What follows belongs to an exercise in optimizing a design on an open flow for small area, a short achievable clock period and few clock cycles; a production flow would make more cautious choices. Only simulation tests tie the RTL to the original design; equivalence was not proved. Power figures rest on the tool's default switching activity, not on a simulated workload.

Design ipdc, start of the top module:
module ipdc (                        
	input         i_clk,
	input         i_rst_n,
	input         i_op_valid,
	input  [ 2:0] i_op_mode,
	input         i_in_valid,
	input  [23:0] i_in_data,
	output        o_in_ready,
	output        o_out_valid,
	output [23:0] o_out_data
);
==> flow/config.mk <==
export PLATFORM = sky130hd
export DESIGN_NAME = ipdc
export DESIGN_NICKNAME = ipdc
export VERILOG_FILES = /design/flow/design.v
export SDC_FILE = /design/flow/constraint.sdc
export NUM_CORES = 4
export LEC_CHECK = 0
export CAP_MARGIN = 20
export CORE_MARGIN = 2
export CORE_UTILIZATION = 40
export CTS_CLUSTER_DIAMETER = 80
export CTS_CLUSTER_SIZE = 30
export SLEW_MARGIN = 20
export SYNTH_HIERARCHICAL = 1
export SYNTH_MINIMUM_KEEP_SIZE = 0
==> flow/constraint.sdc <==
create_clock -name core_clock -period 10.0 [get_ports {i_clk}]
set_input_delay 2.0000 -clock core_clock [delete_from_list [all_inputs] [get_ports {i_clk}]]
set_output_delay 2.0000 -clock core_clock [all_outputs]
set_load 0.01 [all_outputs]
standard.sh (not shown) runs the stock make flow with config.mk's settings and CLKGATE_MAP_FILE= SYNTH_SCRIPT=/design/flow/synth_recipe.tcl, a recipe that flattens the netlist after the stock synthesis.
==> flow/flow/run.sh <==
#!/bin/bash
# Standard ORFS layout with two changes:
#  - timing repair aims for a setup slack of 6.85 ns against the 10 ns clock
#    (a cycle of about 3.15 ns), and ports are buffered with buf_6;
#  - after the floorplan, the registers that drive output ports are given
#    their strongest drive (same cell type, larger size), see size_io.tcl.
set -euo pipefail
M=SETUP_SLACK_MARGIN=6.85
B='BUFFER_PORTS_ARGS=-buffer_cell sky130_fd_sc_hd__buf_6'
bash standard.sh "$M" "$B" floorplan > standard_floorplan.log 2>&1
openroad -no_init -exit flow/size_io.tcl > size_io.log 2>&1
bash standard.sh "$M" "$B" finish > standard_finish.log 2>&1
==> flow/flow/size_io.tcl <==
# Upsize the flip-flops that drive output ports in the floorplanned design.
set odb orfs/results/sky130hd/ipdc/base/2_floorplan.odb
read_liberty $::env(FLOW_HOME)/platforms/sky130hd/lib/sky130_fd_sc_hd__tt_025C_1v80.lib
read_db $odb
foreach inst [get_cells *] {
    set name [get_name $inst]
    if {![regexp {^(ov|in_ready_r|od\[[0-9]+\])\$} $name]} { continue }
    set cell [get_property [get_lib_cells -of_objects $inst] name]
    if {$cell eq "sky130_fd_sc_hd__dfrtp_1"} {
        replace_cell $inst sky130_fd_sc_hd__dfrtp_4
        puts "upsized $name to dfrtp_4"
    } elseif {$cell eq "sky130_fd_sc_hd__dfxtp_1"} {
        replace_cell $inst sky130_fd_sc_hd__dfxtp_4
        puts "upsized $name to dfxtp_4"
    }
}
write_db $odb
Testbench counts at the start, summed over its fixed seeds: cycles 13,349.
Rerun with:
==> flow/flow/run.sh (replaced) <==
#!/bin/bash
# Standard ORFS layout; timing repair aims for a setup slack of 6.75 ns
# against the 10 ns clock, i.e. for a cycle of about 3.25 ns.
bash standard.sh SETUP_SLACK_MARGIN=6.75 finish > standard.log 2>&1
removed: flow/flow/size_io.tcl
After rerunning:
- wire length is lower by 1.8%
- count of clock-buffer cells in the layout is lower by 7
- clock skew hardly moves
- utilization is lower by 0.37 points
- power is lower by 0.43%
- clock power is higher by about 1%

* * *

Another version of the RTL of ipdc (not shown whole).
Size in the first run: ~5200 cells after synthesis, ~57 I/O pins.
clock: 10.0 ns
lec_check: 0
cap_margin: 20
core_margin: 2
core_utilization: 60
place_density: 0.72
slew_margin: 20
==> flow/flow/run.sh <==
#!/bin/bash
# Standard ORFS layout; timing repair aims for a setup slack of 6.75 ns
# against the 10 ns clock, i.e. for a cycle of about 3.25 ns.
bash standard.sh SETUP_SLACK_MARGIN=6.75 finish > standard.log 2>&1
The first run completed without violations.
Testbench counts at the start, summed over its fixed seeds: cycles 13,492.
Next try:
Settings changed: CORE_UTILIZATION 60 to 40, CTS_CLUSTER_DIAMETER set to 80, CTS_CLUSTER_SIZE set to 30, PLACE_DENSITY 0.72 to not set.
Final cell count rises by 7.4%.
Total power falls by 13%.
Global-route usage falls by 8.7 points.
Wire length falls by 2.6%.
Cell area falls by 4.7%.
Sequential cell count does not change.
Utilization falls by 26 points.
First-iteration DRC count falls by 11%.
Fmax falls by 0.80%.
Register-to-register slack degrades by 0.03 ns.
Hold slack improves by 0.0097 ns.

* * *

== JK ==
Another version of the RTL of ipdc (not shown whole).
Size: ~4900 cells after synthesis, about 2300 flip-flops, ~57 I/O pins, about 63000 sq um of cells after synthesis.
clock: 10.0 ns
lec_check: 0
cap_margin: 20
core_margin: 2
core_utilization: 40
cts_cluster_diameter: 150
cts_cluster_size: 32
slew_margin: 20
Scripts as last shown in full above: flow/flow/run.sh
Testbench counts of JK, summed over its fixed seeds: cycles 13,449.
Inputs modified between JK and MS:
-- flow/config.mk --
<<< JK, line 7
export LEC_CHECK = 0
export CAP_MARGIN = 20
>>> MS, line 7
export LEC_CHECK = 0
export ABC_AREA = 1
export CAP_MARGIN = 20
<<< JK, line 10
export CORE_UTILIZATION = 40
export CTS_CLUSTER_DIAMETER = 150
export CTS_CLUSTER_SIZE = 32
export SLEW_MARGIN = 20
>>> MS, line 11
export CORE_UTILIZATION = 40
export CTS_CLUSTER_DIAMETER = 80
export CTS_CLUSTER_SIZE = 30
export SLEW_MARGIN = 20
Findings:
Against JK, power in MS rose by more than 10%. MS against JK: post-synthesis instance total increased by 1761 relative to the old numbers, cell count went up 27%, non-clock buffer contribution to total cell area shrank by 0.23 points. On MS: tap cell count is 132 higher than what JK gave. Final wirelength was lower in the run labelled JK. Part of the total power dissipated in combinational logic (MS over JK): increase, 5.5 points. Summary of MS over JK: switching part of the total higher; worst-case setup margin in the final layout dropped 0.016 ns. The final reports for MS and JK show fraction of the cycle the final worst path needs higher in the former.
Input changes introduced in AL (baseline for comparison: MS):
-- flow/config.mk --
<<< MS, line 7
export LEC_CHECK = 0
export ABC_AREA = 1
export CAP_MARGIN = 20
>>> AL, line 7
export LEC_CHECK = 0
export CAP_MARGIN = 20
Notes after the runs:
In AL relative to MS, reported clock group power had gone down by a few percent. Cmp AL vs MS: proportion of power drawn by the clock network higher in AL. Comparing AL with MS, the setup slack came out essentially unchanged. Summary — compound-cell area share of the yosys netlist, AL relative to MS: higher, by 2.4 points. The estimated power of AL ends up lower than the estimate for MS. Final area: AL < MS. Footprint of the multi-input gates delta for AL relative to MS: about 11% lower. As of AL, clock buffer instance count of the final layout had fallen by a few percent compared to MS. Xor-xnor portion of the synthesized cell area (higher): AL. AL vs MS: average detailed-routed wire length per instance up by more than 10%.
Edits applied to the flow inputs when going from AL to TR:
-- flow/config.mk --
<<< AL, line 7
export LEC_CHECK = 0
export CAP_MARGIN = 20
export CORE_MARGIN = 2
export CORE_UTILIZATION = 40
export CTS_CLUSTER_DIAMETER = 80
export CTS_CLUSTER_SIZE = 30
export SLEW_MARGIN = 20
>>> TR, line 7
export LEC_CHECK = 0
export CAP_MARGIN = 10
export CORE_MARGIN = 2
export CORE_UTILIZATION = 40
export CTS_CLUSTER_DIAMETER = 120
export CTS_CLUSTER_SIZE = 30
export SLEW_MARGIN = 10
Notes after the runs:
- TR vs. AL: setup slack went up 0.041 ns; core utilization went down by 0.41 points.
- TR finished all stages; the layout is clean.
- From AL to TR, number of well taps did not move at all.
--- input diff TR..PW ---
-- flow/config.mk --
<<< TR, line 7
export LEC_CHECK = 0
export CAP_MARGIN = 10
export CORE_MARGIN = 2
>>> PW, line 7
export LEC_CHECK = 0
export CAP_MARGIN = 20
export CORE_MARGIN = 2
<<< TR, line 12
export CTS_CLUSTER_SIZE = 30
export SLEW_MARGIN = 10
>>> PW, line 12
export CTS_CLUSTER_SIZE = 30
export SLEW_MARGIN = 20
Notes after the runs:
Comparing PW against TR, there is no change at all in area of the core region. Comparing TR with PW, the post-route non-filler standard cell count came out essentially unchanged. Taking TR as the reference, in PW worst reg-to-reg setup slack went down; sequential cell area fraction in the yosys report barely changed. Summary — length of routed wiring on met1, PW relative to TR: lower, by 0.40%. Per the comparison of PW with TR, flip-flop and latch count closely matched the old numbers; final total power increased by 0.30% relative to the old numbers. Status: core utilization parity (TR, PW).

* * *

## build 20
Starting RTL as in the previous note.
Settings: LEC_CHECK=0, CAP_MARGIN=20, CORE_MARGIN=2, CORE_UTILIZATION=40, CTS_CLUSTER_DIAMETER=60, CTS_CLUSTER_SIZE=28, SLEW_MARGIN=20; clock period 10.0 ns.
Scripts as last shown in full above: flow/flow/run.sh
Testbench counts of build 20, summed over its fixed seeds: cycles 13,449.
> inputs changed (build 20 -> build 84)
# build 20
export LEC_CHECK = 0
export CAP_MARGIN = 20
export CORE_MARGIN = 2
export CORE_UTILIZATION = 40
export CTS_CLUSTER_DIAMETER = 60
export CTS_CLUSTER_SIZE = 28
export SLEW_MARGIN = 20
create_clock -name core_clock -period 10.0 [get_ports {i_clk}]
# build 84
export LEC_CHECK = 0
export CAP_MARGIN = 10
export CORE_MARGIN = 2
export CORE_UTILIZATION = 40
export CTS_CLUSTER_DIAMETER = 120
export CTS_CLUSTER_SIZE = 30
export PLACE_DENSITY = 0.72
export SLEW_MARGIN = 10
create_clock -name core_clock -period 10.0 [get_ports {i_clk}]
[summary]
Build 20 has higher met2 usage in global routing than build 84. Per the comparison of build 84 with build 20, multi-input combinational gate total neither gained nor lost much, worst setup slack went up 0.091 ns, layout overhead on the synthesized area now smaller. Build 84 vs build 20, launch point of the critical path: in_ready_r vs ov. Taking build 84 over build 20, the non-clock buffer count ratio works out to 0.849. Of build 84 and build 20, it is build 84 that has the lower final-layout fill cell count. Going from build 20 to build 84, share of total power consumed by net switching has decreased; sequential share of layout area grew by 2.3 points; design area went down; routed wire length now sits lower.
Changes in build 30 relative to build 84:
# build 84
export LEC_CHECK = 0
export CAP_MARGIN = 10
export CORE_MARGIN = 2
export CORE_UTILIZATION = 40
export CTS_CLUSTER_DIAMETER = 120
export CTS_CLUSTER_SIZE = 30
export PLACE_DENSITY = 0.72
export SLEW_MARGIN = 10
create_clock -name core_clock -period 10.0 [get_ports {i_clk}]
# build 30
export LEC_CHECK = 0
export CAP_MARGIN = 20
export CORE_MARGIN = 2
export CORE_UTILIZATION = 40
export CTS_CLUSTER_DIAMETER = 120
export CTS_CLUSTER_SIZE = 30
export PLACE_DENSITY = 0.72
export SLEW_MARGIN = 20
create_clock -name core_clock -period 10.0 [get_ports {i_clk}]
Across build 30 and build 84, the outcome is the same: a clean finish for every run.
Build 30 vs. build 84: maximum fanout along the worst path ~0 delta, post-placement cell count ~0 delta, register share of the cell area ~0 delta.
Reported for build 30 and build 84, synthesized instance count turned out identical to the last digit.
Number of flops mapped to enable cells by yosys: build 84 vs build 30 identical
Re first-iteration DRC count: no difference whatsoever between build 30 and build 84.
Compared build 84 against build 30; number of global-route vias before repair within noise.
Compared with build 84, in build 30 number of antenna violations at the first check in global routing essentially unchanged, non-clock buffer count essentially unchanged, sequential cell count essentially unchanged, power essentially unchanged.
Here is what was changed in the inputs of build 44 compared with build 30.
# build 30
export LEC_CHECK = 0
export CAP_MARGIN = 20
export CORE_MARGIN = 2
export CORE_UTILIZATION = 40
export CTS_CLUSTER_DIAMETER = 120
export CTS_CLUSTER_SIZE = 30
export PLACE_DENSITY = 0.72
export SLEW_MARGIN = 20
create_clock -name core_clock -period 10.0 [get_ports {i_clk}]
# build 44
export LEC_CHECK = 0
export CAP_MARGIN = 20
export CORE_MARGIN = 2
export CORE_UTILIZATION = 40
export CTS_CLUSTER_DIAMETER = 80
export CTS_CLUSTER_SIZE = 24
export SLEW_MARGIN = 20
create_clock -name core_clock -period 10.0 [get_ports {i_clk}]
## What came out
- ~same synthesized cell count in build 30 and build 44
- Between build 30 and build 44, the difference in area after detailed placement is negligible.
- Changes observed in build 44 relative to build 30: worst path arrival time picked up an extra 0.07 ns, total power went up, leakage component of the power saw an increase.
- STATUS clock period minus final worst setup slack: build 44 loses against build 30
- Going from build 30 to build 44, met2 track demand over resource in global routing grows by 0.31 points.
## Diff of input files: build 36 against build 44
# build 44
export LEC_CHECK = 0
export CAP_MARGIN = 20
export CORE_MARGIN = 2
export CORE_UTILIZATION = 40
export CTS_CLUSTER_DIAMETER = 80
export CTS_CLUSTER_SIZE = 24
export SLEW_MARGIN = 20
create_clock -name core_clock -period 10.0 [get_ports {i_clk}]
# build 36
export LEC_CHECK = 0
export CAP_MARGIN = 10
export CORE_MARGIN = 2
export CORE_UTILIZATION = 50
export CTS_CLUSTER_DIAMETER = 120
export CTS_CLUSTER_SIZE = 30
export SLEW_MARGIN = 10
create_clock -name core_clock -period 10.0 [get_ports {i_clk}]
### Flow results
- Compared with build 44, build 36 shows post-placement worst setup slack lower by 0.034 ns.
- Against build 44 as the reference, build 36 delivers a higher global-route usage.
- Higher worst hold slack after final layout among build 44 and build 36: build 36
- Higher core box area goes to build 44 over build 36.
- For the share of power burned in the clock network, build 36 came in 2.8 points lower than build 44 did.
- Build 44 -> build 36: well tap count decreased by more than 10%
- Compared with build 44, build 36 shows minimum period implied by the final worst setup slack lower by 0.061 ns.
Inputs modified between build 36 and build 5:
# build 36
export LEC_CHECK = 0
export CAP_MARGIN = 10
export CORE_MARGIN = 2
export CORE_UTILIZATION = 50
export CTS_CLUSTER_DIAMETER = 120
export CTS_CLUSTER_SIZE = 30
export SLEW_MARGIN = 10
create_clock -name core_clock -period 10.0 [get_ports {i_clk}]
# build 5
export LEC_CHECK = 0
export CAP_MARGIN = 5
export CORE_MARGIN = 2
export CORE_UTILIZATION = 40
export CTS_CLUSTER_DIAMETER = 120
export CTS_CLUSTER_SIZE = 30
export SLEW_MARGIN = 5
create_clock -name core_clock -period 10.0 [get_ports {i_clk}]
Findings:
- What build 5 reported for core region area has to be multiplied by 0.80 to get the figure for build 36.
- Build 5 ends up with higher total inserted antenna cells than build 36 does.
- Build 36 → build 5: final critical-path required period essentially unchanged; global-route wire length before repair increased 1700 um; met3 track demand over resource decreased 0.60 points; number of non-clock buffers decreased 10.
- Taking build 5 over build 36, the average wire length per cell after detail routing ratio works out to 0.949.

* * *

Setup of before:
RTL: one of the versions met above, not the one the previous note started from.
Size in the first run: about 2300 flip-flops, roughly 65000 um^2 of cells after synthesis.
==> flow/config.mk <==
export PLATFORM = sky130hd
export DESIGN_NAME = ipdc
export DESIGN_NICKNAME = ipdc
export VERILOG_FILES = /design/flow/design.v
export SDC_FILE = /design/flow/constraint.sdc
export NUM_CORES = 4
export LEC_CHECK = 0
export CAP_MARGIN = 20
export CORE_MARGIN = 2
export CORE_UTILIZATION = 40
export SLEW_MARGIN = 20
==> flow/constraint.sdc <==
create_clock -name core_clock -period 10.0 [get_ports {i_clk}]
set_input_delay 2.0000 -clock core_clock [delete_from_list [all_inputs] [get_ports {i_clk}]]
set_output_delay 2.0000 -clock core_clock [all_outputs]
set_load 0.01 [all_outputs]
Scripts as last shown in full above: flow/flow/run.sh
before: full flow OK, the timing, DRC and antenna checks passed
Testbench counts of before, summed over its fixed seeds: cycles 13,492.
> inputs changed (before -> after)
==> flow/flow/run.sh <==
#!/bin/bash
# Standard ORFS layout; timing repair aims for a setup slack of 6.75 ns
# against the 10 ns clock, i.e. for a cycle of about 3.25 ns. The clock tree
# is built without dummy loads.
bash standard.sh SETUP_SLACK_MARGIN=6.75 \
  'CTS_ARGS=-sink_clustering_enable -repair_clock_nets -dont_use_dummy_load' \
  finish > standard.log 2>&1
Findings:
Synthesis-to-finish area growth on after is down relative to before.
Compared with before, number of DRC violations after detailed-routing iteration 0 in after increased by a little under 10%.
Looking at share of the clock period used by the worst path after layout across before and after, the one that comes out lower is after.
Reported for before and after, total number of cells along the worst setup path turned out identical to the last digit.
Diff after..before | flip-flop and latch area | negligible
Compared with before, in after clock-cell share of area went down by 2.5 points, wire length went down by 0.76%, design area went down by 2000 um^2, fraction of final layout cells with drive strength greater than 1 went down by 1.9 points, total chip power went down by 6.3%.
Number of standard cells in the final layout excluding fillers shrinks by a few percent when moving from before to after.

afterwards: timing with drivers on the ports:
No port has a modelled driver above. Below, the same layouts with a new extraction and two added sets of constraints.
Step 1, drivers: a clkbuf_16 drives i_clk and a buf_2 each remaining input, both assumed.
Step 2 times the ports against the registers' clock, not the clock port: input delays grow and output delays shrink by t, the midpoint of the rising clock arrivals with the driver on.
Slacks: no drivers / after step 1 / after step 2; pairs: no drivers / after step 1.
run	t, ns	setup slack, ns	hold slack, ns	cell pins on the clock port's net
the first run of note 1	0.802	6.652 / 6.568 / 6.779	0.311 / 0.311 / 0.311	1
the second run of note 1	0.817	6.696 / 6.611 / 6.210	0.314 / 0.314 / 0.314	1
the first run of note 2	0.851	6.463 / 6.463 / 6.200	0.307 / 0.307 / 0.307	1
the second run of note 2	0.808	6.434 / 6.434 / 6.161	0.317 / 0.317 / 0.317	1
JK	0.784	6.717 / 6.639 / 6.230	0.322 / 0.322 / 0.322	1
MS	0.824	6.700 / 6.623 / 6.092	0.295 / 0.295 / 0.295	1
AL	0.807	6.703 / 6.624 / 6.217	0.301 / 0.301 / 0.301	1
TR	0.789	6.745 / 6.664 / 6.205	0.308 / 0.308 / 0.308	1
PW	0.784	6.725 / 6.647 / 6.216	0.313 / 0.313 / 0.313	1
build 20	0.834	6.670 / 6.594 / 6.215	0.298 / 0.298 / 0.298	1
build 84	0.772	6.761 / 6.686 / 6.199	0.307 / 0.307 / 0.307	1
build 30	0.772	6.761 / 6.686 / 6.199	0.307 / 0.307 / 0.307	1
build 44	0.794	6.687 / 6.612 / 6.246	0.297 / 0.297 / 0.297	1
build 36	0.772	6.748 / 6.677 / 6.304	0.315 / 0.315 / 0.315	1
build 5	0.789	6.745 / 6.664 / 6.205	0.308 / 0.308 / 0.308	1
before	0.877	6.504 / 6.504 / 6.133	0.307 / 0.307 / 0.307	1
after	0.851	6.538 / 6.538 / 6.161	0.281 / 0.281 / 0.281	1
After both steps setup and hold are still met in every run listed. For MS, which loses most, drivers alone change the setup slack by -0.077 ns; drivers and shift together by -0.608 ns.
